Background: an optimization exercise with open tools, aiming at small area. Do not read the settings as production practice. RTL that was checked went through simulation tests only; none was proved equivalent to the original. No functional check of the RTL was part of runs 1 and 2. In runs 5 and 6 the design's own scripts or RTL, not TritonCTS, make the clock network. No driver is modelled on the clock port, so clock power and skew are understated where the tree is cut down; a real chip needs a root buffer or a tree. Power figures rest on the tool's default switching activity, not on a simulated workload.

==> design/flow/design.v <==
module ALU_DESIGN #(parameter DW = 8, CW = 4)(INP_VALID,OPA,OPB,CIN,CLK,RST,CMD,CE,MODE,COUT,OFLOW,RES,G,E,L,ERR);
  input [DW-1:0] OPA,OPB;
  input CLK,RST,CE,MODE,CIN;
  input [CW-1:0] CMD;
  input [1:0] INP_VALID;
  output reg [DW:0] RES;
  output COUT;
  output OFLOW;
  output G;
  output E;
  output L;
  output reg ERR;
  reg [7:0] A, B;
  reg [3:0] C;
  reg       VA, VB;
  reg [4:0] W;
  reg [8:0] P;
  reg [2:0] F;
  assign COUT  = F[0] & ~F[2];
  assign OFLOW = F[1] & ~F[2];
  assign G     = F[0] & F[2];
  assign L     = F[1] & F[2];
  assign E     = F[2] & ~F[0] & ~F[1];
  always @(posedge CLK) begin
    if (INP_VALID[0]) A <= OPA;
    if (INP_VALID[1]) B <= OPB;
    if (|INP_VALID)   C <= CMD;
    if (RST) begin
      VA <= 1'b0;
      VB <= 1'b0;
      W  <= 5'd0;
    end else begin
      if (INP_VALID[0]) VA <= 1'b1;
      if (INP_VALID[1]) VB <= 1'b1;
      if (|INP_VALID) W <= 5'd0;
      else if ((VA ^ VB) && !W[4]) W <= W + 5'd1;
    end
  end
  wire both = VA & VB;
  wire tmo  = !RST && W[4] && ((INP_VALID == 2'b01 && VB) || (INP_VALID == 2'b10 && VA));
  wire [15:0] k = 16'd1 << C;
  wire am = MODE;
  wire lm = !MODE;
  wire selB = k[6] | k[7] | k[10] | k[11];
  wire yB   = k[0] | k[1] | k[2] | k[3] | k[8];
  wire yI   = k[1] | k[3] | k[5] | k[7] | k[8];
  wire cin  = k[0] ? 1'b0 : k[1] ? 1'b1 : k[2] ? CIN : k[3] ? ~CIN :
              (k[4] | k[6] | k[9]);
  wire [7:0] X = selB ? B : A;
  wire [7:0] Y = ({8{yB}} & B) ^ {8{yI}};
  wire [8:0] cc;
  wire [7:0] sum;
  assign cc[0] = cin;
  genvar i;
  generate for (i = 0; i < 8; i = i + 1) begin : add
    fa_m f(.a(X[i]), .b(Y[i]), .c(cc[i]), .s(sum[i]), .co(cc[i+1]));
  end endgenerate
  wire cy = cc[8];
  wire allff = &sum;
  wire lt = ~cy & ~(allff & ~cin);
  wire s9 = C[0];
  wire [7:0] U = s9 ? A + 8'd1 : {A[6:0], 1'b0};
  wire [7:0] V = B + {7'd0, s9};
  wire [8:0] prod;
  wire mp0_0 = U[0] & V[0];
  wire mp0_1 = U[0] & V[1];
  wire mp0_2 = U[0] & V[2];
  wire mp0_3 = U[0] & V[3];
  wire mp0_4 = U[0] & V[4];
  wire mp0_5 = U[0] & V[5];
  wire mp0_6 = U[0] & V[6];
  wire mp0_7 = U[0] & V[7];
  wire mp1_0 = U[1] & V[0];
  wire mp1_1 = U[1] & V[1];
  wire mp1_2 = U[1] & V[2];
  wire mp1_3 = U[1] & V[3];
  wire mp1_4 = U[1] & V[4];
  wire mp1_5 = U[1] & V[5];
  wire mp1_6 = U[1] & V[6];
  wire mp1_7 = U[1] & V[7];
  wire mp2_0 = U[2] & V[0];
  wire mp2_1 = U[2] & V[1];
  wire mp2_2 = U[2] & V[2];
  wire mp2_3 = U[2] & V[3];
  wire mp2_4 = U[2] & V[4];
  wire mp2_5 = U[2] & V[5];
  wire mp2_6 = U[2] & V[6];
  wire mp3_0 = U[3] & V[0];
  wire mp3_1 = U[3] & V[1];
  wire mp3_2 = U[3] & V[2];
  wire mp3_3 = U[3] & V[3];
  wire mp3_4 = U[3] & V[4];
  wire mp3_5 = U[3] & V[5];
  wire mp4_0 = U[4] & V[0];
  wire mp4_1 = U[4] & V[1];
  wire mp4_2 = U[4] & V[2];
  wire mp4_3 = U[4] & V[3];
  wire mp4_4 = U[4] & V[4];
  wire mp5_0 = U[5] & V[0];
  wire mp5_1 = U[5] & V[1];
  wire mp5_2 = U[5] & V[2];
  wire mp5_3 = U[5] & V[3];
  wire mp6_0 = U[6] & V[0];
  wire mp6_1 = U[6] & V[1];
  wire mp6_2 = U[6] & V[2];
  wire mp7_0 = U[7] & V[0];
  wire mp7_1 = U[7] & V[1];
  wire ms0, mc0;
  ha_m u1(.a(mp0_1), .b(mp1_0), .s(ms0), .co(mc0));
  wire ms1, mc1;
  fa_m u2(.a(mp0_2), .b(mp1_1), .c(mp2_0), .s(ms1), .co(mc1));
  wire ms2, mc2;
  ha_m u3(.a(mc0), .b(ms1), .s(ms2), .co(mc2));
  wire ms3, mc3;
  fa_m u4(.a(mp0_3), .b(mp1_2), .c(mp2_1), .s(ms3), .co(mc3));
  wire ms4, mc4;
  fa_m u5(.a(mp3_0), .b(mc1), .c(ms3), .s(ms4), .co(mc4));
  wire ms5, mc5;
  ha_m u6(.a(mc2), .b(ms4), .s(ms5), .co(mc5));
  wire ms6, mc6;
  fa_m u7(.a(mp0_4), .b(mp1_3), .c(mp2_2), .s(ms6), .co(mc6));
  wire ms7, mc7;
  fa_m u8(.a(mp3_1), .b(mp4_0), .c(mc3), .s(ms7), .co(mc7));
  wire ms8, mc8;
  fa_m u9(.a(ms6), .b(mc4), .c(ms7), .s(ms8), .co(mc8));
  wire ms9, mc9;
  ha_m u10(.a(mc5), .b(ms8), .s(ms9), .co(mc9));
  wire ms10, mc10;
  fa_m u11(.a(mp0_5), .b(mp1_4), .c(mp2_3), .s(ms10), .co(mc10));
  wire ms11, mc11;
  fa_m u12(.a(mp3_2), .b(mp4_1), .c(mp5_0), .s(ms11), .co(mc11));
  wire ms12, mc12;
  fa_m u13(.a(mc6), .b(ms10), .c(ms11), .s(ms12), .co(mc12));
  wire ms13, mc13;
  fa_m u14(.a(mc7), .b(ms12), .c(mc8), .s(ms13), .co(mc13));
  wire ms14, mc14;
  ha_m u15(.a(mc9), .b(ms13), .s(ms14), .co(mc14));
  wire ms15, mc15;
  fa_m u16(.a(mp0_6), .b(mp1_5), .c(mp2_4), .s(ms15), .co(mc15));
  wire ms16, mc16;
  fa_m u17(.a(mp3_3), .b(mp4_2), .c(mp5_1), .s(ms16), .co(mc16));
  wire ms17, mc17;
  fa_m u18(.a(mp6_0), .b(mc10), .c(mc11), .s(ms17), .co(mc17));
  wire ms18, mc18;
  fa_m u19(.a(ms15), .b(ms16), .c(mc12), .s(ms18), .co(mc18));
  wire ms19, mc19;
  fa_m u20(.a(ms17), .b(ms18), .c(mc13), .s(ms19), .co(mc19));
  wire ms20, mc20;
  ha_m u21(.a(mc14), .b(ms19), .s(ms20), .co(mc20));
  wire ms21, mc21;
  fa_m u22(.a(mp0_7), .b(mp1_6), .c(mp2_5), .s(ms21), .co(mc21));
  wire ms22, mc22;
  fa_m u23(.a(mp3_4), .b(mp4_3), .c(mp5_2), .s(ms22), .co(mc22));
  wire ms23, mc23;
  fa_m u24(.a(mp6_1), .b(mp7_0), .c(mc15), .s(ms23), .co(mc23));
  wire ms24, mc24;
  fa_m u25(.a(mc16), .b(ms21), .c(ms22), .s(ms24), .co(mc24));
  wire ms25, mc25;
  fa_m u26(.a(mc17), .b(ms23), .c(ms24), .s(ms25), .co(mc25));
  wire ms26, mc26;
  fa_m u27(.a(mc18), .b(ms25), .c(mc19), .s(ms26), .co(mc26));
  wire ms27, mc27;
  ha_m u28(.a(mc20), .b(ms26), .s(ms27), .co(mc27));
  wire mx28 = mp1_7 ^ mp2_6;
  wire mx29 = mp3_5 ^ mp4_4;
  wire mx30 = mp5_3 ^ mp6_2;
  wire mx31 = mp7_1 ^ mx28;
  wire mx32 = mx29 ^ mx30;
  wire mx33 = mc21 ^ mc22;
  wire mx34 = mx31 ^ mx32;
  wire mx35 = mx33 ^ mx34;
  wire mx36 = mc23 ^ mc24;
  wire mx37 = mx35 ^ mx36;
  wire mx38 = mc25 ^ mx37;
  wire mx39 = mx38 ^ mc26;
  wire mx40 = mx39 ^ mc27;
  assign prod = {mx40, ms27, ms20, ms14, ms9, ms5, ms2, ms0, mp0_0};
  wire [2:0] amt = (lm & (k[8] | k[10])) ? 3'd7 :
                   (lm & (k[9] | k[11])) ? 3'd1 :
                   k[13] ? (3'd0 - B[2:0]) : B[2:0];
  wire [7:0] r1 = amt[0] ? {X[6:0], X[7]} : X;
  wire [7:0] r2 = amt[1] ? {r1[5:0], r1[7:6]} : r1;
  wire shr = lm & (k[8] | k[10]);
  wire shl = lm & (k[9] | k[11]);
  wire useR = lm & (C[3] & ~(C[2] & C[1]));
  wire hi = useR & amt[2], lo = useR & ~amt[2];
  wire [7:0] rv = (({8{hi}} & {r2[3:0], r2[7:4]}) | ({8{lo}} & r2)) & {~shr, 6'b111111, ~shl};
  wire [3:0] lut = {4{lm}} & {k[0] | k[2] | k[5],
                               k[1] | k[2] | k[4] | k[7],
                               k[1] | k[2] | k[4] | k[6],
                               k[1] | k[3] | k[5] | k[6] | k[7]};
  wire [7:0] lv;
  generate for (i = 0; i < 8; i = i + 1) begin : g
    assign lv[i] = lut[{A[i], B[i]}];
  end endgenerate
  wire useS = am & (k[0] | k[1] | k[2] | k[3] | k[4] | k[5] | k[6] | k[7]);
  wire useP = am & (k[9] | k[10]);
  wire [8:0] res_n = ({9{useS}} & {cy ^ yI, sum}) | ({9{useP}} & P) | {1'b0, lv | rv};
  wire step = CE & (RST | both);
  wire mul  = am & (k[9] | k[10]);
  wire hold = ~step;
  wire ld   = step & ~RST;
  always @(posedge CLK) begin
    RES  <= ({9{hold}} & RES) | ({9{ld}} & res_n);
    F[0] <= (hold & F[0]) | (ld & am & (k[0] | k[2] | k[8]) & cy);
    F[1] <= (hold & F[1]) | (ld & am & (k[1] | k[3] | k[8]) & lt);
    F[2] <= (hold & F[2]) | (ld & am & k[8]);
    ERR  <= tmo | (hold & ERR) | (ld & lm & k[12] & (|B[7:4]));
    if (step) begin
      if (RST) P <= 9'd0;
      else if (mul) P <= prod;
    end
  end
endmodule
module fa_m(input a, input b, input c, output s, output co);
  assign s = a ^ b ^ c;
  assign co = (a & b) | (a & c) | (b & c);
endmodule
module ha_m(input a, input b, output s, output co);
  assign s = a ^ b;
  assign co = a & b;
endmodule
==> design/flow/flow/run.sh <==
#!/bin/bash
# Own layout flow: the standard ORFS flow (standard.sh), with three changes:
#  - synthesis maps logic with an area-only ABC script (flow/abc_area.script);
#    everything else in synthesis, including flip-flop mapping, is the standard one;
#  - every input and output port still gets a buffer, but a buf_1 one;
#  - the clock tree is a single clkbuf_16 (flow/cts_one_buffer.tcl, run as the
#    CTS step's pre-hook, replaces the H-tree builder).
# Each step's full output goes to a log file in the work folder.
set -euo pipefail
W="$(pwd)"
S="SYNTH_SCRIPT=$W/flow/synth_area.tcl"
bash standard.sh "$S" synth > "$W/log_synth.txt" 2>&1
bash standard.sh "$S" "BUFFER_PORTS_ARGS=-buffer_cell sky130_fd_sc_hd__buf_1" "PRE_CTS_TCL=$W/flow/cts_one_buffer.tcl" finish > "$W/log_layout.txt" 2>&1
==> design/flow/flow/abc_area.script <==
strash
&get -n
&deepsyn -T 30
&put
dch -f
amap
topo
==> design/flow/flow/cts_one_buffer.tcl <==
# Clock tree for this small design: a single clkbuf_16, placed at the centre
# of the flip-flops, drives every flip-flop clock pin, so the clock port drives
# only that buffer. It replaces TritonCTS's H-tree (a root and four leaf
# buffers) in the standard CTS step; the rest of that step (legalization,
# timing repair) runs as usual.
rename clock_tree_synthesis orfs_clock_tree_synthesis_unused
proc clock_tree_synthesis {args} {
  set block [ord::get_db_block]
  set dbu [$block getDbUnitsPerMicron]
  set net [$block findNet CLK]
  set sx 0.0
  set sy 0.0
  set n 0
  foreach it [$net getITerms] {
    lassign [[$it getInst] getLocation] x y
    set sx [expr {$sx + $x}]
    set sy [expr {$sy + $y}]
    incr n
  }
  set cx [expr {$sx / $n / $dbu}]
  set cy [expr {$sy / $n / $dbu}]
  puts "one-buffer clock tree: $n sinks, buffer at ($cx, $cy)"
  insert_buffer -buffer_cell sky130_fd_sc_hd__clkbuf_16 -net CLK \
    -location [list $cx $cy] -buffer_name clkbuf_root -net_name clknet_root
  [$block findNet clknet_root] setSigType CLOCK
  set_propagated_clock [all_clocks]
}
==> design/flow/flow/synth_area.tcl <==
# Standard synthesis (synth_recipe.tcl), except that the final ABC mapping uses
# an area-only script without a delay target.
set ::own_flow_dir [file dirname [file normalize [info script]]]
proc abc {args} {
  set i [lsearch -exact $args -script]
  if {$i >= 0} {
    set args [lreplace $args [expr {$i + 1}] [expr {$i + 1}] [file join $::own_flow_dir abc_area.script]]
  }
  set j [lsearch -exact $args -D]
  if {$j >= 0} { set args [lreplace $args $j [expr {$j + 1}]] }
  yosys abc {*}$args
}
source [file join [file dirname $::own_flow_dir] synth_recipe.tcl]
==> design/flow/standard.sh <==
#!/bin/bash
# synth_recipe.tcl (not shown) runs the flow's synth.tcl, then flattens the netlist and writes it again
# the make line also repeats each setting of config.mk as NAME=value (left out here)
make -C /OpenROAD-flow-scripts/flow DESIGN_CONFIG=/design/flow/config.mk WORK_HOME=/design/flow/orfs CLKGATE_MAP_FILE= SYNTH_SCRIPT=/design/flow/synth_recipe.tcl "${@:-finish}"
==> design/flow/config.mk <==
export PLATFORM = sky130hd
export DESIGN_NAME = ALU_DESIGN
export DESIGN_NICKNAME = ALU_DESIGN
export VERILOG_FILES = /design/flow/design.v
export SDC_FILE = /design/flow/constraint.sdc
export NUM_CORES = 4
export LEC_CHECK = 0
export ABC_AREA = 1
export CAP_MARGIN = 0
export CORE_MARGIN = 2
export CORE_UTILIZATION = 40
export GPL_TIMING_DRIVEN = 0
export SLEW_MARGIN = 0
export SYNTH_HIERARCHICAL = 1
export SYNTH_MINIMUM_KEEP_SIZE = 0
==> design/flow/constraint.sdc <==
create_clock -name core_clock -period 6.0 [get_ports {CLK}]
set_input_delay 1.2000 -clock core_clock [delete_from_list [all_inputs] [get_ports {CLK}]]
set_output_delay 1.2000 -clock core_clock [all_outputs]
set_load 0.01 [all_outputs]
==> flow_summary.ini, run 1 <==
[synthesis]
netlist-cell-type-count = 34
yosys_warnings = 7
ys.flop_type = edfxtp_1
synthArstFlopShare_pct = 0
synth_edf_count = 29
syn_avg_cell_area_um2 = 8.70
synthesis.nets = 507
synth_cells = 438
syn_area_mm2 = 0.00381
synth_seq_area_share_pct = 33.3
ys_seq_elements = 49

[die]
row_count = 35
initial_core_util_pct = 41.3
boundaryPins = 42
dieHeight_um = 102
chipWidth_um = 102

[place]
detailed_place_hpwl_um = 8590
gp_congestion = 0.948
io_buffers = 41

[run_status]
status = did not finish
error = Error: cts.tcl, 36 invalid command name "NULL"
lastStage = clock tree synthesis
## logic make-up after synthesis
kind of cell	Yosys count	synth area share, %
simple gates	176	19.9
compound gates	128	22.9
flops	49	33.3
buf+inv	42	4.14
fa+ha+maj	42	19.5
xor+xnor	1	0.230
## worst max-delay path by stage
stage,cells past startpoint,start,slack [ns],endpoint
2_1_floorplan,15,CIN,0.66,RES[7]
3_3_place_gp,16,C[0],-0.14,RES[7]
3_5_place_dp,16,C[0],-0.14,RES[7]
## per-module statistics from Yosys, one instance, submodules excluded
| module | copies in the design | cell area [µm²] |
|---|---|---|
| ALU_DESIGN | 1 | 3140 |
| fa_m | 29 | 20.0 |
| ha_m | 7 | 12.5 |
## stage by stage
step	util, %	total power [W]	cells	setup slack [ns]	instance area, µm²
after floorplan	-	0.000855	438	0.665	3810
after global placement	44.7	0.00101	608	-0.136	4130
after detailed placement	44.8	0.00102	609	-0.137	4140
## cells in the mapped netlist, types with 2 or more instances
cell | count | area, µm²
nor2b_1 | 9 | 56.3
nor2_1 | 98 | 368
a2111oi_0 | 3 | 26.3
a21oi_1 | 21 | 105
nand2_1 | 31 | 116
a22oi_1 | 5 | 37.5
nand4_1 | 4 | 25.0
a211oi_1 | 3 | 22.5
o221ai_1 | 3 | 26.3
o22a_1 | 10 | 87.6
nor4_1 | 5 | 31.3
o221a_1 | 12 | 135
o22ai_1 | 33 | 206
nor3_1 | 14 | 70.1
a31oi_1 | 3 | 18.8
dfxtp_1 | 20 | 400
fa_1 | 29 | 581
clkinv_1 | 42 | 158
edfxtp_1 | 29 | 871
a221oi_1 | 2 | 17.5
ha_1 | 13 | 163
or2_0 | 10 | 62.6
o21ai_0 | 26 | 130
nand3_1 | 3 | 15.0
## power by group through the flow
stage | registers, W | clock network (W) | logic (W)
floorplan | 0.000434 | 0 | 0.000420
global placement | 0.000439 | 0 | 0.000575
detailed placement | 0.000440 | 0 | 0.000583
==> run 2: changes to the inputs <==
--- a/design/flow/flow/cts_one_buffer.tcl
+++ b/design/flow/flow/cts_one_buffer.tcl
@@ -21,7 +21,12 @@
   set cy [expr {$sy / $n / $dbu}]
   puts "one-buffer clock tree: $n sinks, buffer at ($cx, $cy)"
   insert_buffer -buffer_cell sky130_fd_sc_hd__clkbuf_16 -net CLK \
-    -location [list $cx $cy] -buffer_name clkbuf_root -net_name clknet_root
-  [$block findNet clknet_root] setSigType CLOCK
+    -location [list $cx $cy] -buffer_name clkbuf_root
+  set buf [$block findInst clkbuf_root]
+  foreach pin {A X} {
+    set bnet [[$buf findITerm $pin] getNet]
+    $bnet setSigType CLOCK
+    puts "one-buffer clock tree: $pin on net [$bnet getName], [llength [$bnet getITerms]] pins"
+  }
   set_propagated_clock [all_clocks]
 }
==> run 2 against run 1 <==
Compared with the run above:
- the run again fails in clock tree synthesis
- synthesized cell count stayed put
- area after synthesis unchanged
==> flow_summary.ini, run 2 <==
[synthesis]
synth_top_family_by_area = compound AO/OA/AOI/OAI gates
synth_xor_area_share_pct = 0.230
synth.area.top_cells = edfxtp_1 (23%), fa_1 (15%), dfxtp_1 (11%)
synth_seq_area_share_pct = 33.3
synth_edf_count = 29
synth_fa_ha_area_share_pct = 19.5
synth-simple-area-share_pct = 19.9
synthesis.nets = 507
synth_top_area_share_pct = 22.8
ys_seq_elements = 49
ys_top_cells_by_count = nor2_1 (98), clkinv_1 (42), o22ai_1 (33), nand2_1 (31)
syn_avg_cell_area_um2 = 8.70
synthArstFlopShare_pct = 0
synth_cells = 438
ys.flop_type = edfxtp_1
syn_area_mm2 = 0.00381
synth.most_common_cell = nor2_1
synthMuxAreaShare_pct = 0
synth_compound_area_share_pct = 22.9
netlist-cell-type-count = 34
yosysTopAreaCell = edfxtp_1
yosys_warnings = 7

[die]
dieHeight_um = 102
chipWidth_um = 102
initial_core_util_pct = 41.3
boundaryPins = 42
row_count = 35

[run_status]
status = did not finish
lastStage = clock tree synthesis
error = Error: cts.tcl, 36 invalid command name "NULL"

[place]
detailed_place_hpwl_um = 8590
detailedPlace.worstSlack_ns = -0.137
gp_congestion = 0.948
io_buffers = 41
## run 2: cell counts after synthesis
No cell type changed its count.
## run 2: worst max-delay path by stage
stage,from,endpoint,slack (ns),depth (start not counted)
2_1_floorplan,CIN,RES[7],0.66,15
3_3_place_gp,C[0],RES[7],-0.14,16
3_5_place_dp,C[0],RES[7],-0.14,16
## run 2: cell families after synthesis
| kind of cell | after synthesis |
|---|---|
| XOR/XNOR | 1 |
| flip-flops | 49 |
| AO/OA/AOI/OAI | 128 |
| adder cells (fa/ha/maj) | 42 |
| AND/OR/NAND/NOR | 176 |
| buffers and inverters | 42 |
## run 2: Yosys stat by module, one instance, submodules excluded
module | area [µm²] | flip-flops and latches | cells
ALU_DESIGN | 3140 | 49 | 402
fa_m | 20.0 | 0 | 1
ha_m | 12.5 | 0 | 1
## run 2: per-stage QoR
stage / utilization (%) / cells / area (µm²) / setup TNS [ns]
global placement: 44.7 / 608 / 4130 / -0.136
detailed placement: 44.8 / 609 / 4140 / -0.137
floorplan: - / 438 / 3810 / 0
## run 2: power by group through the flow
stage               Sequential (W)  Clock (W)  Combinational, W
detailed placement        0.000440          0          0.000583
global placement          0.000439          0          0.000575
floorplan                 0.000434          0          0.000420
==> run 3: changes to the inputs <==
--- a/design/flow/design.v
+++ b/design/flow/design.v
@@ -105,76 +105,89 @@
   wire mp6_2 = U[6] & V[2];
   wire mp7_0 = U[7] & V[0];
   wire mp7_1 = U[7] & V[1];
-  wire ms0, mc0;
-  ha_m u1(.a(mp0_1), .b(mp1_0), .s(ms0), .co(mc0));
   wire ms1, mc1;
-  fa_m u2(.a(mp0_2), .b(mp1_1), .c(mp2_0), .s(ms1), .co(mc1));
+  ha_m u1(.a(mp0_1), .b(mp1_0), .s(ms1), .co(mc1));
   wire ms2, mc2;
-  ha_m u3(.a(mc0), .b(ms1), .s(ms2), .co(mc2));
+  fa_m u2(.a(mp1_1), .b(mp0_2), .c(mp2_0), .s(ms2), .co(mc2));
   wire ms3, mc3;
-  fa_m u4(.a(mp0_3), .b(mp1_2), .c(mp2_1), .s(ms3), .co(mc3));
+  ha_m u3(.a(mc1), .b(ms2), .s(ms3), .co(mc3));
   wire ms4, mc4;
-  fa_m u5(.a(mp3_0), .b(mc1), .c(ms3), .s(ms4), .co(mc4));
+  fa_m u4(.a(mp1_2), .b(mp2_1), .c(mp0_3), .s(ms4), .co(mc4));
   wire ms5, mc5;
-  ha_m u6(.a(mc2), .b(ms4), .s(ms5), .co(mc5));
+  fa_m u5(.a(mp3_0), .b(mc2), .c(ms4), .s(ms5), .co(mc5));
   wire ms6, mc6;
-  fa_m u7(.a(mp0_4), .b(mp1_3), .c(mp2_2), .s(ms6), .co(mc6));
+  ha_m u6(.a(mc3), .b(ms5), .s(ms6), .co(mc6));
   wire ms7, mc7;
-  fa_m u8(.a(mp3_1), .b(mp4_0), .c(mc3), .s(ms7), .co(mc7));
+  fa_m u7(.a(mp2_2), .b(mp1_3), .c(mp3_1), .s(ms7), .co(mc7));
   wire ms8, mc8;
-  fa_m u9(.a(ms6), .b(mc4), .c(ms7), .s(ms8), .co(mc8));
+  fa_m u8(.a(mp0_4), .b(mp4_0), .c(mc4), .s(ms8), .co(mc8));
   wire ms9, mc9;
-  ha_m u10(.a(mc5), .b(ms8), .s(ms9), .co(mc9));
+  fa_m u9(.a(ms7), .b(mc5), .c(ms8), .s(ms9), .co(mc9));
   wire ms10, mc10;
-  fa_m u11(.a(mp0_5), .b(mp1_4), .c(mp2_3), .s(ms10), .co(mc10));
+  ha_m u10(.a(mc6), .b(ms9), .s(ms10), .co(mc10));
   wire ms11, mc11;
-  fa_m u12(.a(mp3_2), .b(mp4_1), .c(mp5_0), .s(ms11), .co(mc11));
+  fa_m u11(.a(mp2_3), .b(mp3_2), .c(mp1_4), .s(ms11), .co(mc11));
   wire ms12, mc12;
-  fa_m u13(.a(mc6), .b(ms10), .c(ms11), .s(ms12), .co(mc12));
+  fa_m u12(.a(mp4_1), .b(mp0_5), .c(mp5_0), .s(ms12), .co(mc12));
   wire ms13, mc13;
-  fa_m u14(.a(mc7), .b(ms12), .c(mc8), .s(ms13), .co(mc13));
+  fa_m u13(.a(mc7), .b(ms11), .c(ms12), .s(ms13), .co(mc13));
   wire ms14, mc14;
-  ha_m u15(.a(mc9), .b(ms13), .s(ms14), .co(mc14));
+  fa_m u14(.a(mc8), .b(ms13), .c(mc9), .s(ms14), .co(mc14));
   wire ms15, mc15;
-  fa_m u16(.a(mp0_6), .b(mp1_5), .c(mp2_4), .s(ms15), .co(mc15));
+  ha_m u15(.a(mc10), .b(ms14), .s(ms15), .co(mc15));
   wire ms16, mc16;
-  fa_m u17(.a(mp3_3), .b(mp4_2), .c(mp5_1), .s(ms16), .co(mc16));
+  fa_m u16(.a(mp3_3), .b(mp2_4), .c(mp4_2), .s(ms16), .co(mc16));
   wire ms17, mc17;
-  fa_m u18(.a(mp6_0), .b(mc10), .c(mc11), .s(ms17), .co(mc17));
+  fa_m u17(.a(mp1_5), .b(mp5_1), .c(mp0_6), .s(ms17), .co(mc17));
   wire ms18, mc18;
-  fa_m u19(.a(ms15), .b(ms16), .c(mc12), .s(ms18), .co(mc18));
+  fa_m u18(.a(mp6_0), .b(mc11), .c(ms16), .s(ms18), .co(mc18));
   wire ms19, mc19;
-  fa_m u20(.a(ms17), .b(ms18), .c(mc13), .s(ms19), .co(mc19));
+  fa_m u19(.a(mc12), .b(ms17), .c(ms18), .s(ms19), .co(mc19));
   wire ms20, mc20;
-  ha_m u21(.a(mc14), .b(ms19), .s(ms20), .co(mc20));
+  fa_m u20(.a(mc13), .b(ms19), .c(mc14), .s(ms20), .co(mc20));
   wire ms21, mc21;
-  fa_m u22(.a(mp0_7), .b(mp1_6), .c(mp2_5), .s(ms21), .co(mc21));
+  ha_m u21(.a(mc15), .b(ms20), .s(ms21), .co(mc21));
   wire ms22, mc22;
-  fa_m u23(.a(mp3_4), .b(mp4_3), .c(mp5_2), .s(ms22), .co(mc22));
+  fa_m u22(.a(mp3_4), .b(mp4_3), .c(mp2_5), .s(ms22), .co(mc22));
   wire ms23, mc23;
-  fa_m u24(.a(mp6_1), .b(mp7_0), .c(mc15), .s(ms23), .co(mc23));
+  fa_m u23(.a(mp5_2), .b(mp1_6), .c(mp6_1), .s(ms23), .co(mc23));
   wire ms24, mc24;
-  fa_m u25(.a(mc16), .b(ms21), .c(ms22), .s(ms24), .co(mc24));
+  fa_m u24(.a(mp0_7), .b(mp7_0), .c(mc16), .s(ms24), .co(mc24));
   wire ms25, mc25;
-  fa_m u26(.a(mc17), .b(ms23), .c(ms24), .s(ms25), .co(mc25));
+  fa_m u25(.a(ms22), .b(mc17), .c(ms23), .s(ms25), .co(mc25));
   wire ms26, mc26;
-  fa_m u27(.a(mc18), .b(ms25), .c(mc19), .s(ms26), .co(mc26));
+  fa_m u26(.a(mc18), .b(ms24), .c(ms25), .s(ms26), .co(mc26));
   wire ms27, mc27;
-  ha_m u28(.a(mc20), .b(ms26), .s(ms27), .co(mc27));
-  wire mx28 = mp1_7 ^ mp2_6;
-  wire mx29 = mp3_5 ^ mp4_4;
-  wire mx30 = mp5_3 ^ mp6_2;
-  wire mx31 = mp7_1 ^ mx28;
-  wire mx32 = mx29 ^ mx30;
-  wire mx33 = mc21 ^ mc22;
-  wire mx34 = mx31 ^ mx32;
-  wire mx35 = mx33 ^ mx34;
-  wire mx36 = mc23 ^ mc24;
-  wire mx37 = mx35 ^ mx36;
-  wire mx38 = mc25 ^ mx37;
-  wire mx39 = mx38 ^ mc26;
-  wire mx40 = mx39 ^ mc27;
-  assign prod = {mx40, ms27, ms20, ms14, ms9, ms5, ms2, ms0, mp0_0};
+  fa_m u27(.a(mc19), .b(ms26), .c(mc20), .s(ms27), .co(mc27));
+  wire ms28, mc28;
+  ha_m u28(.a(mc21), .b(ms27), .s(ms28), .co(mc28));
+  wire mx29;
+  xo_m u29(.a(mp4_4), .b(mp3_5), .y(mx29));
+  wire mx30;
+  xo_m u30(.a(mp5_3), .b(mp2_6), .y(mx30));
+  wire mx31;
+  xo_m u31(.a(mp6_2), .b(mp1_7), .y(mx31));
+  wire mx32;
+  xo_m u32(.a(mp7_1), .b(mx29), .y(mx32));
+  wire mx33;
+  xo_m u33(.a(mx30), .b(mc22), .y(mx33));
+  wire mx34;
+  xo_m u34(.a(mx31), .b(mc23), .y(mx34));
+  wire mx35;
+  xo_m u35(.a(mx32), .b(mx33), .y(mx35));
+  wire mx36;
+  xo_m u36(.a(mc24), .b(mx34), .y(mx36));
+  wire mx37;
+  xo_m u37(.a(mx35), .b(mc25), .y(mx37));
+  wire mx38;
+  xo_m u38(.a(mx36), .b(mx37), .y(mx38));
+  wire mx39;
+  xo_m u39(.a(mc26), .b(mx38), .y(mx39));
+  wire mx40;
+  xo_m u40(.a(mx39), .b(mc27), .y(mx40));
+  wire mx41;
+  xo_m u41(.a(mx40), .b(mc28), .y(mx41));
+  assign prod = {mx41, ms28, ms21, ms15, ms10, ms6, ms3, ms1, mp0_0};
   wire [2:0] amt = (lm & (k[8] | k[10])) ? 3'd7 :
                    (lm & (k[9] | k[11])) ? 3'd1 :
                    k[13] ? (3'd0 - B[2:0]) : B[2:0];
@@ -220,3 +233,6 @@
   assign s = a ^ b;
   assign co = a & b;
 endmodule
+module xo_m(input a, input b, output y);
+  assign y = a ^ b;
+endmodule
==> design/flow/flow/run.sh (replaced) <==
#!/bin/bash
# Own layout flow: the standard ORFS flow (standard.sh), with three changes:
#  - synthesis maps logic with an area-only ABC script (flow/abc_area.script);
#    everything else in synthesis, including flip-flop mapping, is the standard one;
#  - every input and output port still gets a buffer, but a buf_1 one;
#  - clock tree synthesis adds no dummy loads.
# Each step's full output goes to a log file in the work folder.
set -euo pipefail
W="$(pwd)"
S="SYNTH_SCRIPT=$W/flow/synth_area.tcl"
bash standard.sh "$S" synth > "$W/log_synth.txt" 2>&1
bash standard.sh "$S" "BUFFER_PORTS_ARGS=-buffer_cell sky130_fd_sc_hd__buf_1" "CTS_ARGS=-sink_clustering_enable -repair_clock_nets -dont_use_dummy_load" finish > "$W/log_layout.txt" 2>&1
--- a/design/flow/config.mk
+++ b/design/flow/config.mk
@@ -8,7 +8,7 @@
 export ABC_AREA = 1
 export CAP_MARGIN = 0
 export CORE_MARGIN = 2
-export CORE_UTILIZATION = 40
+export CORE_UTILIZATION = 60
 export GPL_TIMING_DRIVEN = 0
 export SLEW_MARGIN = 0
 export SYNTH_HIERARCHICAL = 1
removed: design/flow/flow/cts_one_buffer.tcl
==> run 3 against run 2 <==
Compared with the run above:
- synthesized cell count increased by 2.1%
- area after synthesis about the same
- now clean on timing, DRC and antenna
==> flow_summary.ini, run 3 <==
[global_routing]
grt_pass1_vias = 3379
overflow = 0
grt_start_max_net_pins = 19
antenna_found_initial = 0
grt_pass1_wl_um = 16300
grt.total_usage_pct = 29.1

[place]
dp.cells = 565
placed_cell_area_mm2 = 0.00407
io_buffers = 41
gp_congestion = 0.995
detailed_place_hpwl_um = 7810

[synthesis]
yosys_warnings = 7
synth_edf_count = 29
synth.area.top_cells = edfxtp_1 (23%), fa_1 (15%), dfxtp_1 (10%)
synth.most_common_cell = nor2_1
netlist-cell-type-count = 34
synth_top_area_share_pct = 22.8
yosysTopAreaCell = edfxtp_1
synth_cells = 447
synthArstFlopShare_pct = 0
ys.flop_type = edfxtp_1
syn_avg_cell_area_um2 = 8.53
syn_area_mm2 = 0.00381
synthesis.nets = 516
synth_seq_area_share_pct = 33.3
ys_top_cells_by_count = nor2_1 (105), clkinv_1 (47), a21oi_1 (33), o21ai_0 (30), o22ai_1 (30)
ys_seq_elements = 49

[pwr]
p_per_area_mw_per_mm2 = 295
swShare_pct = 40.5
ir_worst_vdd_v = 0.000236
clkPwrFrac_pct = 14.6
seqPwrFrac_pct = 34.9
internal-power_w = 0.000733
switchingPower_w = 0.000500
p_comb_share_pct = 50.4
p_leak_nw = 1.49
power_w = 0.00123

[die]
dieHeight_um = 83.7
boundaryPins = 42
row_count = 29
die_area_mm2 = 0.00701
chipWidth_um = 83.7
initial_core_util_pct = 61.1
core_region_area_mm2 = 0.00624

[worst_setup_path]
cp_num_buf_inv = 1
arrival_ns = 6.06
slowest_delay_ns = 0.55
required_ns = 6.19
cp.depth = 16
critPathTopFamily = adder cells
crit_path_end = RES[7]
crit_path_start = C[2]
ff2ff_path_depth = 16
cp_common_cell = fa_1
cp-end-kind = flop
reg2reg_to = RES[7]
worst_setup_path_start_kind = flop
critPathKind = flop to flop
cp_slowest_cell = o21ai_1
r2r-start = C[2]
path_max_fanout = 9
reg2reg_slack_ns = 0.13
worstPathCellList = clkinv_1 -> nor2_1 -> o21ai_1 -> o22ai_1 -> fa_1 -> fa_1 -> fa_1 -> fa_1 -> fa_1 -> fa_1 -> fa_1 -> fa_1 -> a22oi_1 -> o311a_1 -> o21a_1 -> o21ai_0

[timing]
setup_viol = 0
max_freq_mhz = 170
drv_slew = 0
max_slew_margin_pct = 28.4
period_needed_ns = 5.87
hold_viol = 0
rsz0062_at_grt = no
hold_ws_ns = 0.452
period_share_pct = 97.8
tightest_slew_ns = 1.07
finClkSkew_ns = 0.0251

[layout]
layout-drive-gt1-share_pct = 2.63
layout_commonest_cell = nor2_1
final_cell_mix = nor2_1 (104), clkinv_1 (46), buf_1 (41), a21oi_1 (33), o22ai_1 (30)
fin_nets = 566
fin_cells = 572
diodes = 0
top_regs = P x9, RES x9
area_delta_synth_final_pct = 9.58
final_area_mm2 = 0.00418

[clocking]
cts_buffer_depth = 2
htree_levels = 2
cts_made_buffers = 5
clkLatencyLatePin_ns = 0.31
holdBufCountCts = 0
cts_tree = built
cts_root_buffer = clkbuf_8
path_clk_slew_ns = 0.09
clock_sinks = 49

[detailed_routing]
wl_per_cell_um = 17.4
ant_nets = 0
dr.pass1.iters = 6
drt-initial-drc-count = 505
num_vias = 3650
vias_per_cell = 6.38
routed_wl_um = 9980
drc_errors = 0

[job]
drv_cap = 0

[worst_hold_path]
hp-class = flop to flop

[run_status]
status = complete, no violations
[run 3: changes by cell type after synthesis, moves of 3 or more]
cell and change:
a21oi_1 +12, nand2_1 -12, o221a_1 -10, a22oi_1 +9
nor2_1 +7, or2_0 -7, clkinv_1 +5, o21ai_0 +4
o221ai_1 +4, a2111oi_0 -3, a31oi_1 -3, o21a_1 +3
o22ai_1 -3
[run 3: stage by stage]
stage / utilization (%) / TNS [ns] / setup WS (ns)
final: 67.0 / 0 / 0.132
after global routing: 67.0 / 0 / 0.0134
after CTS: 66.7 / 0 / 0.219
after detailed placement: 65.2 / -0.145 / -0.135
after global placement: 65.1 / 0 / 0.00663
after floorplan: - / 0 / 0.805
[run 3: worst min-delay path by stage]
| stage | from | end | slack, ns | depth (start not counted) |
|---|---|---|---|---|
| after detailed placement | RES[5] | RES[5] | 0.44 | 2 |
| final | RES[5] | RES[5] | 0.45 | 2 |
| after global placement | RES[7] | RES[7] | 0.43 | 2 |
| after global routing | W[4] | W[4] | 0.48 | 2 |
| after CTS | RES[5] | RES[5] | 0.46 | 2 |
| after floorplan | W[4] | W[4] | 0.43 | 2 |
[run 3: cell type report]
| cell class | count | area [µm²] |
|---|---|---|
| clock buffer | 5 | 68.8 |
| inverter | 47 | 180 |
| tap | 77 | 96.3 |
| multi-input combinational | 351 | 2390 |
| fill | 545 | 2060 |
| sequential | 49 | 1270 |
| timing repair buffer | 43 | 169 |
[run 3: worst reg2reg max path, delay by kind of cell, from the launching register on]
family                     cells  cell delay (ns)
AOI/OAI and AO/OA              6             1.53
adders and majority gates      8             3.47
buffers and inverters          1             0.16
DFF                            1             0.52
and+or+nand+nor                1             0.06
[run 3: Yosys stat by module (local to each module, per instance)]
module	copies in the design	flip-flops and latches
ALU_DESIGN	1	49
fa_m	29	0
ha_m	7	0
xo_m	13	0
[run 3: per-layer routing]
layer	vias up	global-route usage, %	part of all wire [%]	wire, µm
met5	-	0	0	0
met4	0	10.7	3.3	325
met3	36	4.95	9.5	948
met2	230	45.3	45	4470
met1	1658	41.3	42	4230
li1	1726	-	-	-
[run 3: logic make-up (layout without fill, tap and decap cells)]
kind of cell,Yosys count,in the layout,share of synthesized area (%)
simple gates,169,169,18.9
compound gates,140,140,23.6
flops,49,49,33.3
buf+inv,47,95,4.62
fa+ha+maj,42,42,19.5
[run 3: power by group through the flow]
stage,sequential [W],combinational (W),clock [W]
floorplan,0.000434,0.000430,0
global route,0.000434,0.000698,0.000197
CTS,0.000430,0.000611,0.000182
detailed placement,0.000439,0.000603,0
global placement,0.000438,0.000577,0
finish,0.000431,0.000622,0.000180
[run 3: what timing repair did]
action,CTS,global route
buffers inserted,2,0
setup endpoints to repair,2,2
resized for setup,2,4
pin swaps,0,0
==> run 4: changes to the inputs <==
--- a/design/flow/config.mk
+++ b/design/flow/config.mk
@@ -8,7 +8,7 @@
 export ABC_AREA = 1
 export CAP_MARGIN = 0
 export CORE_MARGIN = 2
-export CORE_UTILIZATION = 60
+export CORE_UTILIZATION = 40
 export GPL_TIMING_DRIVEN = 0
 export SLEW_MARGIN = 0
 export SYNTH_HIERARCHICAL = 1
==> run 4 against run 3 <==
Compared with the run above:
- register-to-register slack better by 0.08 ns
- critical path depth grew 2
- worst setup slack improved by 0.084 ns
- sequential power about the same
==> flow_summary.ini, run 4 <==
[synthesis]
netlist-cell-type-count = 34
synth_edf_count = 29
yosysTopAreaCell = edfxtp_1
synth.most_common_cell = nor2_1
ys_seq_elements = 49
yosys_warnings = 7
synth_cells = 447
synthArstFlopShare_pct = 0
ys_top_cells_by_count = nor2_1 (105), clkinv_1 (47), a21oi_1 (33), o21ai_0 (30), o22ai_1 (30)
synth_seq_area_share_pct = 33.3
syn_avg_cell_area_um2 = 8.53
synthesis.nets = 516
synth.area.top_cells = edfxtp_1 (23%), fa_1 (15%), dfxtp_1 (10%)
syn_area_mm2 = 0.00381
ys.flop_type = edfxtp_1
synth_top_area_share_pct = 22.8

[clocking]
clkLatencyLatePin_ns = 0.31
cts_made_buffers = 5
cts_tree = built
holdBufCountCts = 0
cts_root_buffer = clkbuf_8
clock_sinks = 49
cts_buffer_depth = 2
htree_levels = 2
path_clk_slew_ns = 0.09

[worst_hold_path]
hp-class = flop to flop

[worst_setup_path]
required_ns = 6.19
worst_setup_path_start_kind = flop
critPathKind = flop to flop
arrival_ns = 5.97
path_max_fanout = 13
cp-end-kind = flop

[global_routing]
grt.total_usage_pct = 22.5
grt_pass1_vias = 3377
antenna_found_initial = 0
grt_start_max_net_pins = 19
overflow = 0
grt_pass1_wl_um = 17700

[die]
row_count = 35
chipWidth_um = 102
dieHeight_um = 102
initial_core_util_pct = 41.3
die_area_mm2 = 0.0103
boundaryPins = 42
core_region_area_mm2 = 0.00924

[layout]
final_cell_mix = nor2_1 (105), clkinv_1 (45), buf_1 (41), a21oi_1 (33), o22ai_1 (30)
diodes = 0
final_area_mm2 = 0.00425
fin_nets = 569
multi_input_area_mm2 = 0.00238
layout_commonest_cell = nor2_1
layout-drive-gt1-share_pct = 3.01
final-seq-area_mm2 = 0.00127
top_regs = P x9, RES x9
fillerInstances = 929
final_util_pct = 46.0
fin_cells = 627
area_delta_synth_final_pct = 11.5

[timing]
period_share_pct = 96.4
max_slew_margin_pct = 23.0
setup_viol = 0
period_needed_ns = 5.78
tightest_slew_ns = 1.15
hold_ws_ns = 0.461
hold_viol = 0
drv_slew = 0
finClkSkew_ns = 0.0235
rsz0062_at_grt = no
max_freq_mhz = 173

[place]
detailed_place_hpwl_um = 8460
gp_congestion = 0.981
dp.cells = 618
placed_cell_area_mm2 = 0.00414
io_buffers = 41

[detailed_routing]
num_vias = 3588
dr.pass1.iters = 5
routed_wl_um = 10900
drt-initial-drc-count = 338
ant_nets = 0
wl_per_cell_um = 17.4
drc_errors = 0
vias_per_cell = 5.72

[pwr]
p_leak_nw = 1.51
ir_worst_vdd_v = 0.000114
power_w = 0.00121
p_per_area_mw_per_mm2 = 285

[run_status]
status = complete, no violations

[job]
drv_cap = 0
[run 4: through the flow]
stage / setup TNS, ns / worst slack [ns]
CTS: 0 / 0.0219
floorplan: 0 / 0.805
global placement: -0.159 / -0.0978
detailed placement: -0.0841 / -0.0431
finish: 0 / 0.216
global route: 0 / 0.0195
[run 4: final timing paths]
| path | startpoint | to | slack, ns | cells past startpoint |
|---|---|---|---|---|
| worst min-delay path | RES[7] | RES[7] | 0.46 | 2 |
| worst max register to register | C[0] | RES[7] | 0.22 | 18 |
| worst max-delay path | C[0] | RES[7] | 0.22 | 18 |
| worst min register to register | RES[7] | RES[7] | 0.46 | 2 |
[run 4: repair_timing]
| item | in CTS | in global routing |
|---|---|---|
| buffers inserted | 0 | 4 |
| resized for setup | 2 | 3 |
| setup endpoints to repair | 2 | 3 |
| pin swaps | 0 | 0 |
[run 4: layer usage]
| layer | GRT usage (%) | wire, µm | share of wire (%) |
|---|---|---|---|
| met1 | 32.5 | 4970 | 46 |
| met2 | 35.1 | 4890 | 45 |
| met3 | 2.83 | 807 | 7.4 |
| met4 | 7.38 | 248 | 2.3 |
| met5 | 0 | 0 | 0 |
[run 4: logic make-up after synthesis]
kind of cell	synth area share, %
AOI/OAI and AO/OA	23.6
buffers and inverters	4.62
adders and majority gates	19.5
and+or+nand+nor	18.9
DFF	33.3
[run 4: report_power, final]
| group | total, W | internal [W] | switching, W |
|---|---|---|---|
| clock network | 0.000187 | 0.0000757 | 0.000112 |
| registers | 0.000432 | 0.000401 | 0.0000307 |
| logic | 0.000591 | 0.000245 | 0.000346 |
| total | 0.00121 | 0.000722 | 0.000489 |
[run 4: critical path, cell delays in order, from the launching register on]
cell	delay, ns
edfxtp_1	0.47
clkinv_2	0.20
nor2_1	0.13
nor2_1	0.24
clkinv_1	0.15
a22oi_1	0.29
o32ai_1	0.19
fa_1	0.41
fa_1	0.39
fa_1	0.38
fa_1	0.39
fa_1	0.39
fa_1	0.39
fa_1	0.41
fa_1	0.52
a22oi_1	0.27
o311a_1	0.26
o21a_1	0.13
o21ai_0	0.06
[run 4: Yosys stat by module, one instance, submodules excluded]
| module | flops+latches | cells inside | area (µm²) | times used |
|---|---|---|---|---|
| ALU_DESIGN | 49 | 385 | 3030 | 1 |
| fa_m | 0 | 1 | 20.0 | 29 |
| xo_m | 0 | 2 | 8.76 | 13 |
| ha_m | 0 | 1 | 12.5 | 7 |
[run 4: layout make-up]
| cell class | instances | area share [%] |
|---|---|---|
| Clock buffer | 5 | 1.62 |
| Inverter | 47 | 4.18 |
| Multi-Input combinational cell | 351 | 56.0 |
| Sequential cell | 49 | 29.9 |
| Tap cell | 129 | 3.79 |
| Timing Repair Buffer | 46 | 4.50 |
==> run 5: changes to the inputs <==
==> design/flow/flow/run.sh (replaced) <==
#!/bin/bash
# Own layout flow: the standard ORFS flow (standard.sh), with three changes:
#  - synthesis maps logic with an area-only ABC script (flow/abc_area.script);
#    everything else in synthesis, including flip-flop mapping, is the standard one;
#  - every input and output port still gets a buffer, but a buf_1 one;
#  - the clock tree is three clkbuf_8, each driving a group of flip-flops
#    straight from the clock port (flow/cts_flat.tcl, run as the CTS step's
#    pre-hook, replaces the H-tree builder).
# Each step's full output goes to a log file in the work folder.
set -euo pipefail
W="$(pwd)"
S="SYNTH_SCRIPT=$W/flow/synth_area.tcl"
bash standard.sh "$S" synth > "$W/log_synth.txt" 2>&1
bash standard.sh "$S" "BUFFER_PORTS_ARGS=-buffer_cell sky130_fd_sc_hd__buf_1" "PRE_CTS_TCL=$W/flow/cts_flat.tcl" finish > "$W/log_layout.txt" 2>&1
==> design/flow/flow/cts_flat.tcl (new file) <==
# Clock tree for this small design: the flip-flops are split by position into
# three groups, and each group gets one clkbuf_8, placed at its centre and
# driven straight from the clock port. So the port drives three buffer pins and
# every flip-flop sits one buffer from the port. This replaces TritonCTS's
# H-tree (a root buffer and four leaf buffers) in the standard CTS step; the rest
# of that step (legalization, timing repair) runs as usual.
rename clock_tree_synthesis orfs_clock_tree_synthesis_unused
proc clock_tree_synthesis {args} {
  set k 3
  set block [ord::get_db_block]
  set dbu [$block getDbUnitsPerMicron]
  set net [$block findNet CLK]
  set pins {}
  foreach it [$net getITerms] {
    lassign [[$it getInst] getLocation] x y
    lappend pins [list [$it getInst] [$it getMTerm] $x $y]
  }
  # k-means on the sink positions, seeded with sinks spread along x
  set sorted [lsort -real -index 2 $pins]
  set n [llength $sorted]
  set cent {}
  for {set c 0} {$c < $k} {incr c} {
    set p [lindex $sorted [expr {int(($c + 0.5) * $n / $k)}]]
    lappend cent [list [lindex $p 2] [lindex $p 3]]
  }
  for {set iter 0} {$iter < 20} {incr iter} {
    set groups {}
    for {set c 0} {$c < $k} {incr c} { lappend groups {} }
    foreach p $pins {
      set best 0
      set bd 1e30
      for {set c 0} {$c < $k} {incr c} {
        lassign [lindex $cent $c] cx cy
        set d [expr {abs([lindex $p 2] - $cx) + abs([lindex $p 3] - $cy)}]
        if {$d < $bd} { set bd $d; set best $c }
      }
      lset groups $best [concat [lindex $groups $best] [list $p]]
    }
    set cent {}
    foreach g $groups {
      set sx 0.0; set sy 0.0
      foreach p $g { set sx [expr {$sx + [lindex $p 2]}]; set sy [expr {$sy + [lindex $p 3]}] }
      set m [expr {max(1, [llength $g])}]
      lappend cent [list [expr {$sx / $m}] [expr {$sy / $m}]]
    }
  }
  for {set c 0} {$c < $k} {incr c} {
    set g [lindex $groups $c]
    if {[llength $g] == 0} { continue }
    set loads {}
    foreach p $g {
      lappend loads [sta::find_pin "[[lindex $p 0] getName]/[[lindex $p 1] getName]"]
    }
    lassign [lindex $cent $c] cx cy
    puts "flat clock tree: group $c, [llength $g] sinks, buffer at ([expr {$cx / $dbu}], [expr {$cy / $dbu}])"
    insert_buffer -buffer_cell sky130_fd_sc_hd__clkbuf_8 -net CLK -load_pins $loads \
      -location [list [expr {$cx / $dbu}] [expr {$cy / $dbu}]] -buffer_name clkbuf_leaf
  }
  foreach inst [$block getInsts] {
    if {[string match clkbuf_leaf* [$inst getName]]} {
      foreach pin {A X} { [[$inst findITerm $pin] getNet] setSigType CLOCK }
      puts "flat clock tree: [$inst getName] drives [llength [[[$inst findITerm X] getNet] getITerms]] pins"
    }
  }
  set_propagated_clock [all_clocks]
}
==> run 5 against run 4 <==
Compared with the run above:
- combinational power down 0.7%
- flip-flop and latch count is the same
- synthesized cell count unchanged
- routed wire length decreased by 2.5%
- fmax rose by 0.75%
- area after synthesis is the same
- still clean on timing, DRC and antenna
- global-route usage fell by 1.1 points
- first-iteration DRC count is 11% lower
- clock power decreased by 33%
- worst hold slack worse by 0.0023 ns
- critical endpoint unchanged
- sequential power barely moved
- largest power group unchanged
==> flow_summary.ini, run 5 <==
[worst_setup_path]
worst_setup_path_start_kind = flop
path_max_fanout = 13
critPathKind = flop to flop
required_ns = 6.03
cp-end-kind = flop
arrival_ns = 5.77

[timing]
max_freq_mhz = 174
setup_viol = 0
layout_setup_ws_ns = 0.258
tightest_slew_ns = 1.16
finClkSkew_ns = 0.0348
hold_viol = 0
period_share_pct = 95.7
drv_slew = 0
rsz0062_at_grt = no
period_needed_ns = 5.74
hold_ws_ns = 0.459
tns_ns = 0
max_slew_margin_pct = 22.4

[global_routing]
top_usage_layer = met2
grt_start_max_net_pins = 25
grt_util_met2_pct = 33.7
antenna_found_initial = 0
grt_pass1_vias = 3339
use_met3_pct = 0.897
grt_pass1_wl_um = 17400
grt.met1_usage_pct = 32.4
overflow = 0
grt.total_usage_pct = 21.5

[detailed_routing]
ant_nets = 0
drc_errors = 0
routed_wl_um = 10600
wl_per_cell_um = 17.1
vias_per_cell = 5.70
drt-initial-drc-count = 300
num_vias = 3558
dr.pass1.iters = 5

[pwr]
seqPwrFrac_pct = 37.7
swShare_pct = 39.6
p_per_area_mw_per_mm2 = 271
p_leak_nw = 1.49
p_comb_share_pct = 51.3
internal-power_w = 0.000691
switchingPower_w = 0.000453
clkPwrFrac_pct = 11.0
power_w = 0.00114
ir_worst_vdd_v = 0.000193

[synthesis]
synth_edf_count = 29
synth.area.top_cells = edfxtp_1 (23%), fa_1 (15%), dfxtp_1 (10%)
syn_area_mm2 = 0.00381
synth_top_area_share_pct = 22.8
synth.most_common_cell = nor2_1
synthArstFlopShare_pct = 0
netlist-cell-type-count = 34
ys_seq_elements = 49
synth_cells = 447
synthesis.nets = 516
yosysTopAreaCell = edfxtp_1
syn_avg_cell_area_um2 = 8.53
yosys_warnings = 7
ys.flop_type = edfxtp_1
ys_top_cells_by_count = nor2_1 (105), clkinv_1 (47), a21oi_1 (33), o21ai_0 (30), o22ai_1 (30)
synth_seq_area_share_pct = 33.3

[die]
row_count = 35
dieHeight_um = 102
initial_core_util_pct = 41.3
boundaryPins = 42
core_region_area_mm2 = 0.00924
die_area_mm2 = 0.0103
chipWidth_um = 102

[place]
detailed_place_hpwl_um = 8460
detailedPlace.worstSlack_ns = -0.0431
io_buffers = 41
placed_cell_area_mm2 = 0.00414
gp_congestion = 0.981

[layout]
fin_nets = 566
final-seq-area_mm2 = 0.00127
layout_commonest_cell = nor2_1
final_area_mm2 = 0.00422
layout-drive-gt1-share_pct = 2.63
final_cell_mix = nor2_1 (104), clkinv_1 (45), buf_1 (41), a21oi_1 (33), o22ai_1 (30)
top_regs = P x9, RES x9
area_delta_synth_final_pct = 10.7
diodes = 0
fillerInstances = 929
multi_input_area_mm2 = 0.00239

[job]
drv_cap = 0

[run_status]
status = complete, no violations

[worst_hold_path]
hp-class = flop to flop

[clocking]
path_clk_slew_ns = 0.12
clkLatencyLatePin_ns = 0.18
[run 5: timing repair]
| action | CTS | global route |
|---|---|---|
| hold endpoints to repair | 0 | 0 |
| setup buffers | 3 | 0 |
| hold buffers | 0 | 0 |
| resized for setup | 2 | 4 |
| cloned | 0 | 0 |
| setup endpoints to repair | 2 | 2 |
[run 5: cell families after synthesis]
kind of cell    synth area share (%)
simple gates                    18.9
compound gates                  23.6
buf+inv                         4.62
fa+ha+maj                       19.5
flops                           33.3
[run 5: path summary, 6_finish.rpt]
| path | to | slack, ns | start | cells after the start |
|---|---|---|---|---|
| max | RES[7] | 0.26 | C[0] | 18 |
| max reg2reg | RES[7] | 0.26 | C[0] | 18 |
| min reg2reg | RES[7] | 0.46 | RES[7] | 2 |
| min | RES[7] | 0.46 | RES[7] | 2 |
[run 5: per-stage QoR]
step | std cells | utilization [%]
floorplan | 447 | -
global placement | 617 | 44.7
detailed placement | 618 | 44.8
CTS | 624 | 45.6
global route | 624 | 45.7
finish | 624 | 45.7
[run 5: cell type report, clock buffers not listed]
cell class	instances	share of cell area (%)
sequential	49	30.1
timing repair buffer	45	4.36
tap	129	3.82
multi-input combinational	351	56.5
inverter	47	4.21
[run 5: power groups by stage]
stage	registers [W]	clock network, W	logic, W
3_3_place_gp	0.000441	0	0.000568
6_report	0.000432	0.000126	0.000587
2_1_floorplan	0.000434	0	0.000430
3_5_place_dp	0.000442	0	0.000582
5_1_grt	0.000436	0.000145	0.000679
4_1_cts	0.000432	0.000133	0.000589
[run 5: modules after synthesis (local to each module, per instance)]
module      cells inside  copies in the design  flip-flops and latches
fa_m                   1                    29                       0
ALU_DESIGN           385                     1                      49
ha_m                   1                     7                       0
xo_m                   2                    13                       0
[run 5: per-layer routing]
| layer | share of wire [%] | wire, µm | vias to the layer above |
|---|---|---|---|
| li1 | - | - | 1725 |
| met5 | 0 | 0 | - |
| met4 | 2.3 | 244 | 0 |
| met1 | 46 | 4850 | 1653 |
| met3 | 7.0 | 741 | 17 |
| met2 | 45 | 4810 | 163 |
[run 5: worst max-delay path: stages, from the launching register on]
cell	delay [ns]
edfxtp_1	0.48
clkinv_2	0.20
nor2_1	0.14
nor2_2	0.20
clkinv_1	0.13
a22oi_1	0.28
o32ai_1	0.19
fa_1	0.41
fa_1	0.39
fa_1	0.38
fa_1	0.39
fa_1	0.39
fa_1	0.39
fa_1	0.41
fa_1	0.52
a22oi_1	0.26
o311a_1	0.26
o21a_1	0.13
o21ai_0	0.06
==> run 6: changes to the inputs <==
--- a/design/flow/flow/run.sh
+++ b/design/flow/flow/run.sh
@@ -3,7 +3,7 @@
 #  - synthesis maps logic with an area-only ABC script (flow/abc_area.script);
 #    everything else in synthesis, including flip-flop mapping, is the standard one;
 #  - every input and output port still gets a buffer, but a buf_1 one;
-#  - the clock tree is three clkbuf_8, each driving a group of flip-flops
+#  - the clock tree is four clkbuf_8, each driving a group of flip-flops
 #    straight from the clock port (flow/cts_flat.tcl, run as the CTS step's
 #    pre-hook, replaces the H-tree builder).
 # Each step's full output goes to a log file in the work folder.
--- a/design/flow/flow/cts_flat.tcl
+++ b/design/flow/flow/cts_flat.tcl
@@ -1,12 +1,12 @@
 # Clock tree for this small design: the flip-flops are split by position into
-# three groups, and each group gets one clkbuf_8, placed at its centre and
-# driven straight from the clock port. So the port drives three buffer pins and
+# four groups, and each group gets one clkbuf_8, placed at its centre and
+# driven straight from the clock port. So the port drives four buffer pins and
 # every flip-flop sits one buffer from the port. This replaces TritonCTS's
 # H-tree (a root buffer and four leaf buffers) in the standard CTS step; the rest
 # of that step (legalization, timing repair) runs as usual.
 rename clock_tree_synthesis orfs_clock_tree_synthesis_unused
 proc clock_tree_synthesis {args} {
-  set k 3
+  set k 4
   set block [ord::get_db_block]
   set dbu [$block getDbUnitsPerMicron]
   set net [$block findNet CLK]
--- a/design/flow/config.mk
+++ b/design/flow/config.mk
@@ -8,7 +8,7 @@
 export ABC_AREA = 1
 export CAP_MARGIN = 0
 export CORE_MARGIN = 2
-export CORE_UTILIZATION = 40
+export CORE_UTILIZATION = 60
 export GPL_TIMING_DRIVEN = 0
 export SLEW_MARGIN = 0
 export SYNTH_HIERARCHICAL = 1
==> run 6 against run 5 <==
Compared with the run above:
- global-route usage grew 6.4 points
- die area shrank 32%
- still clean
- routed wire length shrank 7.2%
- sequential share of layout area grew 0.32 points
- highest routed layer unchanged
- largest power group unchanged
- critical path type unchanged
- worst setup slack lost 0.11 ns
==> flow_summary.ini, run 6 <==
[timing]
max_freq_mhz = 171
drv_slew = 0
setup_viol = 0
period_share_pct = 97.5
rsz0062_at_grt = no
max_slew_margin_pct = 28.9
hold_ws_ns = 0.449
period_needed_ns = 5.85
hold_viol = 0
tightest_slew_ns = 1.06
finClkSkew_ns = 0.0292
tns_ns = 0

[synthesis]
ys_top_cells_by_count = nor2_1 (105), clkinv_1 (47), a21oi_1 (33), o21ai_0 (30), o22ai_1 (30)
ys.flop_type = edfxtp_1
synthArstFlopShare_pct = 0
synth.most_common_cell = nor2_1
synth_edf_count = 29
syn_area_mm2 = 0.00381
synth_top_area_share_pct = 22.8
yosys_warnings = 7
synth.area.top_cells = edfxtp_1 (23%), fa_1 (15%), dfxtp_1 (10%)
netlist-cell-type-count = 34
synthesis.nets = 516
synth_cells = 447
yosysTopAreaCell = edfxtp_1
synth_seq_area_share_pct = 33.3
ys_seq_elements = 49
syn_avg_cell_area_um2 = 8.53

[detailed_routing]
dr.pass1.iters = 5
drc_errors = 0
num_vias = 3615
wl_per_cell_um = 17.3
routed_wl_um = 9880
vias_per_cell = 6.32
ant_nets = 0
drt-initial-drc-count = 481

[global_routing]
grt_pass1_vias = 3353
grt.total_usage_pct = 27.8
overflow = 0
antenna_found_initial = 0
grt_start_max_net_pins = 17
grt_pass1_wl_um = 16100

[layout]
final_util_pct = 66.9
fin_cells = 572
final_area_mm2 = 0.00418
final_cell_mix = nor2_1 (104), clkinv_1 (46), buf_1 (41), a21oi_1 (33), o22ai_1 (30)
fillerInstances = 547
top_regs = P x9, RES x9
diodes = 0
fin_nets = 566
area_delta_synth_final_pct = 9.51
layout-drive-gt1-share_pct = 2.83
layout_commonest_cell = nor2_1

[worst_setup_path]
critPathKind = flop to flop
cp-end-kind = flop
ff2ff_path_depth = 18
slowest_delay_ns = 0.48
path_max_fanout = 13
worstPathCellList = clkinvlp_4 -> nor2_1 -> nor2_2 -> clkinv_1 -> a22oi_2 -> o32ai_2 -> fa_1 -> fa_1 -> fa_1 -> fa_1 -> fa_1 -> fa_1 -> fa_1 -> fa_1 -> a22oi_1 -> o311a_1 -> o21a_1 -> o21ai_0
worst_setup_path_start_kind = flop
reg2reg_to = RES[7]
cp_common_cell = fa_1
cp_slowest_cell = fa_1
arrival_ns = 5.85
critPathTopFamily = adder cells
r2r-start = C[0]
reg2reg_slack_ns = 0.15
cp_num_buf_inv = 2
required_ns = 5.99

[pwr]
p_comb_share_pct = 52.4
ir_worst_vdd_v = 0.000233
p_leak_nw = 1.49
internal-power_w = 0.000720
switchingPower_w = 0.000474
clkPwrFrac_pct = 11.6
swShare_pct = 39.7
seqPwrFrac_pct = 36.0
p_per_area_mw_per_mm2 = 286

[worst_hold_path]
hp-start = RES[0]
hp-class = flop to flop
min_to = RES[0]
hold-path-cell-count = 2

[job]
drv_cap = 0

[run_status]
status = complete, no violations

[die]
row_count = 29
boundaryPins = 42
initial_core_util_pct = 61.1
chipWidth_um = 83.7
core_region_area_mm2 = 0.00624
dieHeight_um = 83.7
die_area_mm2 = 0.00701

[clocking]
clkLatencyLatePin_ns = 0.15
path_clk_slew_ns = 0.09
holdBufCountCts = 0

[place]
dp.cells = 565
detailed_place_hpwl_um = 7810
io_buffers = 41
gp_congestion = 0.995
placed_cell_area_mm2 = 0.00407
## run 6: power groups by stage
stage / sequential [W] / combinational, W / clock [W]
3_3_place_gp: 0.000438 / 0.000577 / 0
4_1_cts: 0.000430 / 0.000611 / 0.000140
5_1_grt: 0.000433 / 0.000700 / 0.000151
2_1_floorplan: 0.000434 / 0.000430 / 0
6_report: 0.000430 / 0.000625 / 0.000139
3_5_place_dp: 0.000439 / 0.000603 / 0
## run 6: layer usage
| layer | GRT usage (%) | part of all wire, % | vias up |
|---|---|---|---|
| met4 | 7.92 | 3.2 | 0 |
| met3 | 2.97 | 9.4 | 33 |
| met5 | 0 | 0 | - |
| met2 | 44.9 | 45 | 210 |
| li1 | - | - | 1727 |
| met1 | 40.3 | 42 | 1645 |
## run 6: logic make-up (layout without fill, tap and decap cells)
logic type      count (synthesis)  count (layout)  share of synthesized area, %
compound gates                140             140                          23.6
fa+ha+maj                      42              42                          19.5
buf+inv                        47              95                          4.62
flops                          49              49                          33.3
simple gates                  169             169                          18.9
## run 6: Yosys stat by module (local to each module, per instance)
module	flip-flops and latches	cells inside
fa_m	0	1
xo_m	0	2
ha_m	0	1
ALU_DESIGN	49	385
## run 6: final cells by class, clock buffers not listed
class / instances / area [µm²] / area share [%]
Tap cell: 77 / 96.3 / 2.31
Sequential cell: 49 / 1270 / 30.4
Timing Repair Buffer: 44 / 176 / 4.22
Inverter: 47 / 180 / 4.31
Multi-Input combinational cell: 351 / 2400 / 57.4
## run 6: worst max path at each step
stage          endpoint  startpoint  cells after the start
3_5_place_dp     RES[8]        C[3]                     16
5_1_grt          RES[7]        C[0]                     18
3_3_place_gp     RES[8]        C[2]                     16
6_report         RES[7]        C[0]                     18
2_1_floorplan    RES[7]        C[3]                     16
4_1_cts          RES[7]        C[0]                     18
## run 6: per-stage QoR
| step | worst slack [ns] | total power (W) |
|---|---|---|
| after floorplan | 0.805 | 0.000864 |
| after global placement | 0.00663 | 0.00102 |
| after detailed placement | -0.135 | 0.00104 |
| after CTS | 0.210 | 0.00118 |
| after global routing | 0.0364 | 0.00128 |
| final | 0.148 | 0.00119 |
## run 6: worst reg2reg max path, stage by stage, from the launching register on
cell and delay, ns:
edfxtp_1 0.45, clkinvlp_4 0.22, nor2_1 0.14, nor2_2 0.21
clkinv_1 0.15, a22oi_2 0.26, o32ai_2 0.16, fa_1 0.43
fa_1 0.43, fa_1 0.43, fa_1 0.40, fa_1 0.40
fa_1 0.41, fa_1 0.42, fa_1 0.48, a22oi_1 0.27
o311a_1 0.25, o21a_1 0.13, o21ai_0 0.07
## run 6: what timing repair did
| item | in CTS | in global routing |
|---|---|---|
| setup endpoints to repair | 2 | 2 |
| pin swaps | 0 | 0 |
| resized for setup | 2 | 5 |
| buffers inserted | 2 | 1 |

-- re-timing with driven ports --
In the flow no input, the clock included, has a driving cell. The finished layouts below were timed again as built, in two steps.
Step 1 assumes that a clkbuf_16 drives the clock port and a buf_2 every other input.
Step 2, shift: input delay + t, output delay - t, t = (earliest + latest rising clock arrival at the registers) / 2. This alone moves slack from input paths to output paths.
a / b / c = no drivers / after step 1 / after step 2; a / b = the first two.
run | t, ns | setup slack, ns | worst register clock-pin slew, ns
run 3 | 0.329 | 0.132 / 0.132 / 0.078 | 0.10 / 0.10
run 4 | 0.333 | 0.216 / 0.216 / 0.216 | 0.11 / 0.11
run 5 | 0.215 | 0.258 / 0.258 / 0.258 | 0.12 / 0.12
run 6 | 0.202 | 0.148 / 0.148 / 0.038 | 0.09 / 0.09
After both steps setup and hold are still met in every run listed. The setup slack of run 6, which loses most, moves by 0.000 ns with the drivers and by -0.110 ns with both steps.
